Context: an optimization exercise on an open-source flow, tuned for small area, a short achievable clock period and few clock cycles. The choices shown serve that exercise and are no tape-out recipe. RTL that was checked went through simulation tests only; none was proved equivalent to the original. Power figures rest on the tool's default switching activity, not on a simulated workload.

==> flow/design.v <==
`timescale 1 ns / 1 ps
module Sobel (
    input         ap_clk,
    input         ap_rst,
    input         ap_start,
    output        ap_done,
    output        ap_idle,
    output        ap_ready,
    input  [31:0] p_src_mat_rows_read,
    input  [31:0] p_src_mat_cols_read,
    output [11:0] p_src_mat_data_V_address0,
    output        p_src_mat_data_V_ce0,
    input  [7:0]  p_src_mat_data_V_q0,
    output [11:0] p_dst_matx_data_V_address0,
    output        p_dst_matx_data_V_ce0,
    output        p_dst_matx_data_V_we0,
    output [7:0]  p_dst_matx_data_V_d0,
    output [11:0] p_dst_maty_data_V_address0,
    output        p_dst_maty_data_V_ce0,
    output        p_dst_maty_data_V_we0,
    output [7:0]  p_dst_maty_data_V_d0
);
localparam NS = 4;             
localparam H  = 1 << NS;       
localparam PW = NS + 1;        
wire [12:0] R_in = p_src_mat_rows_read[12:0];
wire [6:0]  C_in = p_src_mat_cols_read[6:0];
wire [12:0] R_m3  = R_in - 2'd3;
wire [7:0]  kc_in = (R_in <= 13'd2) ? 8'd0 : R_m3[NS +: 8];
wire [PW-1:0] vll = (R_in <= 13'd2) ? 1'b1 : {1'b0, R_m3[NS-1:0]} + 1'b1;
reg          busy;             
reg          run;              
reg  [6:0]   cc;               
reg  [7:0]   kc;               
reg          nfull;            
reg          last;             
reg  [PW-1:0] vlen;            
reg  [PW-1:0] p;               
reg          colend;           
reg          cn;               
reg          r1;               
reg          bub;              
reg  [5:0]   cr;               
reg          lastcol;          
reg          col0, col1;       
reg          c1;               
reg          k_row, k_col, k_new;   
reg          k_ov;             
reg          flush;            
reg          ovl;              
reg          s0;               
reg          t0;               
reg  [11:0]  rd;               
reg  [11:0]  cb;               
reg          rdce;
wire accept  = !busy && ap_start;
wire st_new  = colend && (flush ? !last : (lastcol && !last && nfull));   
wire st_fl   = colend && !flush && lastcol && (last || !nfull);            
wire st_col  = colend && !flush && !lastcol;                               
wire st_end  = colend && flush && last;
wire ext     = flush && last && !bub;
wire [11:0] rd_row = rd + {5'd0, cc};
wire [11:0] rd_col = cb + 1'b1;
wire [11:0] rd_n   = ({12{k_row}} & rd_row) | ({12{k_col || (k_new && k_ov)}} & rd_col) |
                     ({12{k_new && !k_ov}} & cb);
wire        cap    = (p == H - 1) && !last && (flush || (lastcol && nfull));
wire         n_run    = run && !st_end;
wire         n_flush  = st_fl ? 1'b1 : st_new ? 1'b0 : flush;
wire         n_last   = st_new ? (kc == 8'd1) : last;
wire [PW-1:0] n_p     = colend ? {PW{1'b0}} : p + 1'b1;
wire         n_colend = !colend && (p == vlen);
wire         n_cn     = !colend && !cn && (p == vlen);
wire         n_kcol   = n_colend && !flush && (!lastcol || last || !nfull);
wire         n_knew   = n_colend && (flush ? !last : (lastcol && !last && nfull));
always @(posedge ap_clk) begin
    if (ap_rst) begin
        busy <= 1'b0;
        run  <= 1'b0;
        rdce <= 1'b0;
        k_row <= 1'b0;
        k_col <= 1'b0;
        k_new <= 1'b0;
    end else if (accept) begin
        busy <= 1'b1;
        run  <= 1'b1;
        rdce <= 1'b1;
        k_row <= 1'b1;
        k_col <= 1'b0;
        k_new <= 1'b0;
    end else begin
        k_row <= n_run && !(ext ? cn : n_colend);
        k_col <= n_run && n_kcol;
        k_new <= n_run && n_knew;
        if (ap_done) busy <= 1'b0;
        run  <= n_run;
        rdce <= n_run && !n_flush && !(bub && (n_p[1] || (r1 && n_p[0])));
    end
end
always @(posedge ap_clk) begin
    cc  <= C_in;
    c1  <= (C_in[5:0] == 6'd1);
    r1  <= (R_in == 13'd1);
    bub <= (R_in <= 13'd2);
end
always @(posedge ap_clk) begin
    nfull <= (kc != 8'd1) || vll[NS];
    if (accept) begin
        kc     <= kc_in;
        last   <= (kc_in == 8'd0);
        vlen   <= (kc_in == 8'd0) ? vll : H;
        cn     <= 1'b0;
        p      <= 0;
        colend <= 1'b0;
        flush  <= 1'b0;
        ovl    <= 1'b0;
        s0     <= 1'b1;
        t0     <= 1'b1;
        cb     <= 12'd0;
        cr     <= C_in[5:0] - 1'b1;
        lastcol <= (C_in[5:0] == 6'd1);
        col0   <= 1'b1;
        col1   <= 1'b0;
        k_ov   <= 1'b1;
    end else begin
        k_ov   <= !flush;
        p      <= n_p;
        colend <= ext ? cn : n_colend;
        cn     <= n_cn;
        flush  <= n_flush;
        last   <= n_last;
        if (k_col || (k_new && k_ov)) cb <= rd_col;
        else if (cap) cb <= rd;
        if (st_new) begin
            kc   <= kc - 1'b1;
            vlen <= (kc == 8'd1) ? vll : H;
            s0   <= 1'b0;
            cr   <= C_in[5:0] - 1'b1;
            lastcol <= c1;
            col0 <= 1'b1;
            col1 <= 1'b0;
            ovl  <= !flush;
            t0   <= s0;
        end
        if (st_fl || st_col) begin
            cr   <= cr - 1'b1;
            lastcol <= (cr == 6'd1);
            col0 <= 1'b0;
            col1 <= col0;
            ovl  <= 1'b0;
            t0   <= s0;
        end
    end
end
always @(posedge ap_clk) rd <= rd_n;
assign p_src_mat_data_V_address0 = rd;
assign p_src_mat_data_V_ce0      = rdce;
wire m_bot    = last && !bub && ((p == 0 && !col0 && !col1) || (flush && colend));
wire m_valid  = run && (((!col0 || ovl) && ((p >= 2) || (p == 1 && t0)) && !(r1 && p[1])) || m_bot);
wire m_top    = t0 && (p == 1);
wire m_left   = ovl ? c1 : col1;
wire m_last   = run && st_end;
wire m_fcol   = t0 ? (p == 1) : (p == 2);
wire m_fstrip = m_left && !t0;
wire m_first  = m_left && t0 && (p == 1);    
reg m1_bot, m2_bot, m3_bot;
reg m1_valid, m1_top, m1_left, m1_right, m1_last, m1_fcol, m1_fstrip, m1_first;
reg m2_valid, m2_right, m2_last, m2_fcol, m2_fstrip, m2_first;
reg m3_valid, m3_right, m3_last;
reg w_row, w_col, w_str, w_hold, w_keep;
reg ce_d1;
always @(posedge ap_clk) begin
    if (ap_rst) begin
        m1_valid <= 1'b0; m1_last <= 1'b0;
        m2_valid <= 1'b0; m2_last <= 1'b0;
        m3_valid <= 1'b0; m3_last <= 1'b0;
        ce_d1 <= 1'b0;
    end else begin
        m1_valid <= m_valid;  m1_last <= m_last;
        m2_valid <= m1_valid; m2_last <= m1_last;
        m3_valid <= m2_valid; m3_last <= m2_last;
        ce_d1 <= rdce;
    end
end
always @(posedge ap_clk) begin
    m1_bot <= m_bot; m2_bot <= m1_bot;
    m1_top <= m_top; m1_left <= m_left; m1_right <= ovl; m1_fcol <= m_fcol; m1_fstrip <= m_fstrip; m1_first <= m_first;
    m2_right <= m1_right; m2_fcol <= m1_fcol; m2_fstrip <= m1_fstrip; m2_first <= m1_first;
    m3_right <= m2_right; m3_bot <= m2_bot;
    w_row  <= m2_valid && !m2_fcol;
    w_col  <= m2_valid && m2_fcol && !m2_fstrip && !m2_first;
    w_str  <= m2_valid && m2_fcol && m2_fstrip;
    w_hold <= !m2_valid;
    w_keep <= !(m2_valid && m2_fcol);
end
reg  [NS-1:0] sen;
wire [PW-1:0] vlen1 = vlen - 1'b1;
always @(posedge ap_clk) sen <= vlen1[NS-1:0];
reg [7:0] e0, e1, e2, f0, f1, f2, g0, g1, g2;
reg [7:0] e0m, g0m;
reg [8*H-1:0] va, vb;
wire [7:0] ca [0:NS];
wire [7:0] cv [0:NS];
assign ca[0] = va[7:0];
assign cv[0] = vb[7:0];
genvar gi, gj;
generate
    for (gi = 0; gi < NS; gi = gi + 1) begin : seg
        localparam integer LEN  = 1 << gi;
        localparam integer BASE = 1 << gi;
        always @(posedge ap_clk) begin
            va[8*BASE +: 8] <= ca[gi];
            vb[8*BASE +: 8] <= cv[gi];
        end
        for (gj = 1; gj < LEN; gj = gj + 1) begin : st
            always @(posedge ap_clk) begin
                va[8*(BASE+gj) +: 8] <= va[8*(BASE+gj-1) +: 8];
                vb[8*(BASE+gj) +: 8] <= vb[8*(BASE+gj-1) +: 8];
            end
        end
        assign ca[gi+1] = sen[gi] ? va[8*(BASE+LEN-1) +: 8] : ca[gi];
        assign cv[gi+1] = sen[gi] ? vb[8*(BASE+LEN-1) +: 8] : cv[gi];
    end
endgenerate
always @(posedge ap_clk) begin
    va[7:0] <= e1;
    vb[7:0] <= f1;
end
always @(posedge ap_clk) begin
    e0 <= ce_d1 ? p_src_mat_data_V_q0 : 8'd0;
    e0m <= (ce_d1 && !m1_bot && !m1_right) ? p_src_mat_data_V_q0 : 8'd0;
    g0m <= (m1_left || m1_bot) ? 8'd0 : cv[NS];
    e1 <= e0;
    e2 <= (m1_top || m1_right) ? 8'd0 : e1;
    f0 <= ca[NS];
    f1 <= f0;
    f2 <= m1_top ? 8'd0 : f1;
    g0 <= m1_left ? 8'd0 : cv[NS];
    g1 <= g0;
    g2 <= m1_top ? 8'd0 : g1;
end
reg [9:0] sxp, sxm, syp, sym;
always @(posedge ap_clk) begin
    sxp <= {2'd0, e2} + {1'd0, e1, 1'b0} + {2'd0, e0m};
    sxm <= {2'd0, g2} + {1'd0, g1, 1'b0} + {2'd0, g0m};
    syp <= {2'd0, g0} + {1'd0, f0, 1'b0} + {2'd0, e0m};
    sym <= {2'd0, g2} + {1'd0, f2, 1'b0} + {2'd0, e2};
end
wire [10:0] gx = {1'b0, sxp} - {1'b0, sxm};
wire [10:0] gy = {1'b0, syp} - {1'b0, sym};
wire [7:0] cx = (gx[10] || m3_right) ? 8'd0 : (|gx[9:8]) ? 8'd255 : gx[7:0];
wire [7:0] cy = (gy[10] || m3_bot) ? 8'd0 : (|gy[9:8]) ? 8'd255 : gy[7:0];
reg [7:0]  ox, oy;
reg [11:0] oa, wcb;
reg        owe, odone;
wire [11:0] oa_row = oa + {5'd0, cc};
wire [11:0] oa_str = oa + 1'b1;
wire [11:0] oa_col = wcb + 1'b1;
wire [11:0] oa_n = ({12{w_row}} & oa_row) | ({12{w_col}} & oa_col) | ({12{w_str}} & oa_str) | ({12{w_hold}} & oa);
wire [11:0] wcb_n = ({12{w_col}} & oa_col) | ({12{w_str}} & oa_str) | ({12{w_keep}} & wcb);
always @(posedge ap_clk) begin
    ox <= cx;
    oy <= cy;
    wcb <= wcb_n;
    oa  <= oa_n;
end
always @(posedge ap_clk) begin
    if (ap_rst) begin
        owe   <= 1'b0;
        odone <= 1'b0;
    end else begin
        owe   <= m3_valid;
        odone <= m3_last;
    end
end
assign p_dst_matx_data_V_address0 = oa;
assign p_dst_matx_data_V_ce0      = owe;
assign p_dst_matx_data_V_we0      = owe;
assign p_dst_matx_data_V_d0       = ox;
assign p_dst_maty_data_V_address0 = oa;
assign p_dst_maty_data_V_ce0      = owe;
assign p_dst_maty_data_V_we0      = owe;
assign p_dst_maty_data_V_d0       = oy;
assign ap_done  = odone;
assign ap_ready = odone;
assign ap_idle  = !busy && !ap_start;
endmodule
export LEC_CHECK = 0
export CAP_MARGIN = 20
export CORE_MARGIN = 2
export CORE_UTILIZATION = 55
export CTS_CLUSTER_DIAMETER = 80
export CTS_CLUSTER_SIZE = 32
export PLACE_DENSITY = 0.8
export SETUP_SLACK_MARGIN = 2.65
export SLEW_MARGIN = 20
export BUFFER_PORTS_ARGS = -buffer_cell sky130_fd_sc_hd__buf_1
create_clock -name core_clock -period 5.0 [get_ports {ap_clk}]
standard.sh (not shown) runs the stock make flow with config.mk's settings and CLKGATE_MAP_FILE= SYNTH_SCRIPT=/design/flow/synth_recipe.tcl, a recipe that flattens the netlist after the stock synthesis.
==> flow/flow/run.sh <==
#!/bin/bash
# Standard layout flow; only the cell used to buffer the ports is chosen
# (sky130_fd_sc_hd__buf_1 instead of the tool's default pick).
set -o pipefail
cp standard.sh standard_sh_copy.log
cp config.mk config_orig.log
echo 'export BUFFER_PORTS_ARGS = -buffer_cell sky130_fd_sc_hd__buf_1' >> config.mk
bash standard.sh > standard_run.log 2>&1
Testbench counts at the start, summed over its fixed seeds: cycles 82,208.
Then changed:
--- a/flow/design.v
+++ b/flow/design.v
@@ -53,5 +53,4 @@
 reg  [11:0]  rd;               
 reg  [11:0]  cb;               
-reg          rdce;
 wire accept  = !busy && ap_start;
 wire st_new  = colend && (flush ? !last : (lastcol && !last && nfull));   
@@ -77,5 +76,4 @@
         busy <= 1'b0;
         run  <= 1'b0;
-        rdce <= 1'b0;
         k_row <= 1'b0;
         k_col <= 1'b0;
@@ -84,5 +82,4 @@
         busy <= 1'b1;
         run  <= 1'b1;
-        rdce <= 1'b1;
         k_row <= 1'b1;
         k_col <= 1'b0;
@@ -94,5 +91,4 @@
         if (ap_done) busy <= 1'b0;
         run  <= n_run;
-        rdce <= n_run && !n_flush && !(bub && (n_p[1] || (r1 && n_p[0])));
     end
 end
@@ -154,7 +150,9 @@
 always @(posedge ap_clk) rd <= rd_n;
 assign p_src_mat_data_V_address0 = rd;
-assign p_src_mat_data_V_ce0      = rdce;
-wire m_bot    = last && !bub && ((p == 0 && !col0 && !col1) || (flush && colend));
-wire m_valid  = run && (((!col0 || ovl) && ((p >= 2) || (p == 1 && t0)) && !(r1 && p[1])) || m_bot);
+assign p_src_mat_data_V_ce0      = run;
+wire m_botw   = last && !bub && ((p == 0 && !col0 && !col1) || (flush && colend));
+wire m_bot    = m_botw || (bub && (r1 ? (p == 1) : (p == 2)));
+wire m_right  = ovl || (flush && p != 0);
+wire m_valid  = run && (((!col0 || ovl) && ((p >= 2) || (p == 1 && t0)) && !(r1 && p[1])) || m_botw);
 wire m_top    = t0 && (p == 1);
 wire m_left   = ovl ? c1 : col1;
@@ -168,5 +166,4 @@
 reg m3_valid, m3_right, m3_last;
 reg w_row, w_col, w_str, w_hold, w_keep;
-reg ce_d1;
 always @(posedge ap_clk) begin
     if (ap_rst) begin
@@ -174,15 +171,13 @@
         m2_valid <= 1'b0; m2_last <= 1'b0;
         m3_valid <= 1'b0; m3_last <= 1'b0;
-        ce_d1 <= 1'b0;
     end else begin
         m1_valid <= m_valid;  m1_last <= m_last;
         m2_valid <= m1_valid; m2_last <= m1_last;
         m3_valid <= m2_valid; m3_last <= m2_last;
-        ce_d1 <= rdce;
     end
 end
 always @(posedge ap_clk) begin
     m1_bot <= m_bot; m2_bot <= m1_bot;
-    m1_top <= m_top; m1_left <= m_left; m1_right <= ovl; m1_fcol <= m_fcol; m1_fstrip <= m_fstrip; m1_first <= m_first;
+    m1_top <= m_top; m1_left <= m_left; m1_right <= m_right; m1_fcol <= m_fcol; m1_fstrip <= m_fstrip; m1_first <= m_first;
     m2_right <= m1_right; m2_fcol <= m1_fcol; m2_fstrip <= m1_fstrip; m2_first <= m1_first;
     m3_right <= m2_right; m3_bot <= m2_bot;
@@ -227,6 +222,6 @@
 end
 always @(posedge ap_clk) begin
-    e0 <= ce_d1 ? p_src_mat_data_V_q0 : 8'd0;
-    e0m <= (ce_d1 && !m1_bot && !m1_right) ? p_src_mat_data_V_q0 : 8'd0;
+    e0 <= p_src_mat_data_V_q0;
+    e0m <= (m1_bot || m1_right) ? 8'd0 : p_src_mat_data_V_q0;
     g0m <= (m1_left || m1_bot) ? 8'd0 : cv[NS];
     e1 <= e0;
What happened: Combinational power is higher by 150%. Maximum frequency came out lower by 3.6%. Clock skew came out higher by 0.0037 ns. Die area goes down by 0.73%. Setup slack gets worse by 0.088 ns. Clock-buffer cell count is lower by 3. Sequential power increases by 14%. Cell area hardly moves. Routed wire length climbs by 1.6%. Register-to-register slack loses 0.09 ns. Utilization increases by 0.94 points. Cell count grows by 1.5%. Area after synthesis shrinks by 0.74%.
For the second run of this note, only the layout was checked, not whether the RTL still works.

## separate check: timing with driven ports
No port has a modelled driver above. Below, the same layouts with a new extraction and two added sets of constraints. Step 1: set_driving_cell puts a clkbuf_16 on ap_clk and a buf_2 on each other input, an assumption about the parent block. Step 2, shift: input delay + t, output delay - t, t = (earliest + latest rising clock arrival at the registers) / 2. This alone moves slack from input paths to output paths. a / b / c = ideal ports / drivers / drivers and shift; a / b = the first two.
| run | shift t [ns] | slack for setup (ns) | hold WS [ns] | worst slew at a driven data input, ns | cell pins on the clock port's net |
|---|---|---|---|---|---|
| the first run | 0.597 | 2.672 / 2.652 / 2.151 | 0.310 / 0.310 / 0.310 | 0.04 | 1 |
| the second run | 0.599 | 2.584 / 2.584 / 2.076 | 0.330 / 0.330 / 0.330 | 0.06 | 1 |
After both steps setup and hold are still met in every run listed. For the first run, which loses most, drivers alone change the setup slack by -0.020 ns; drivers and shift together by -0.521 ns.
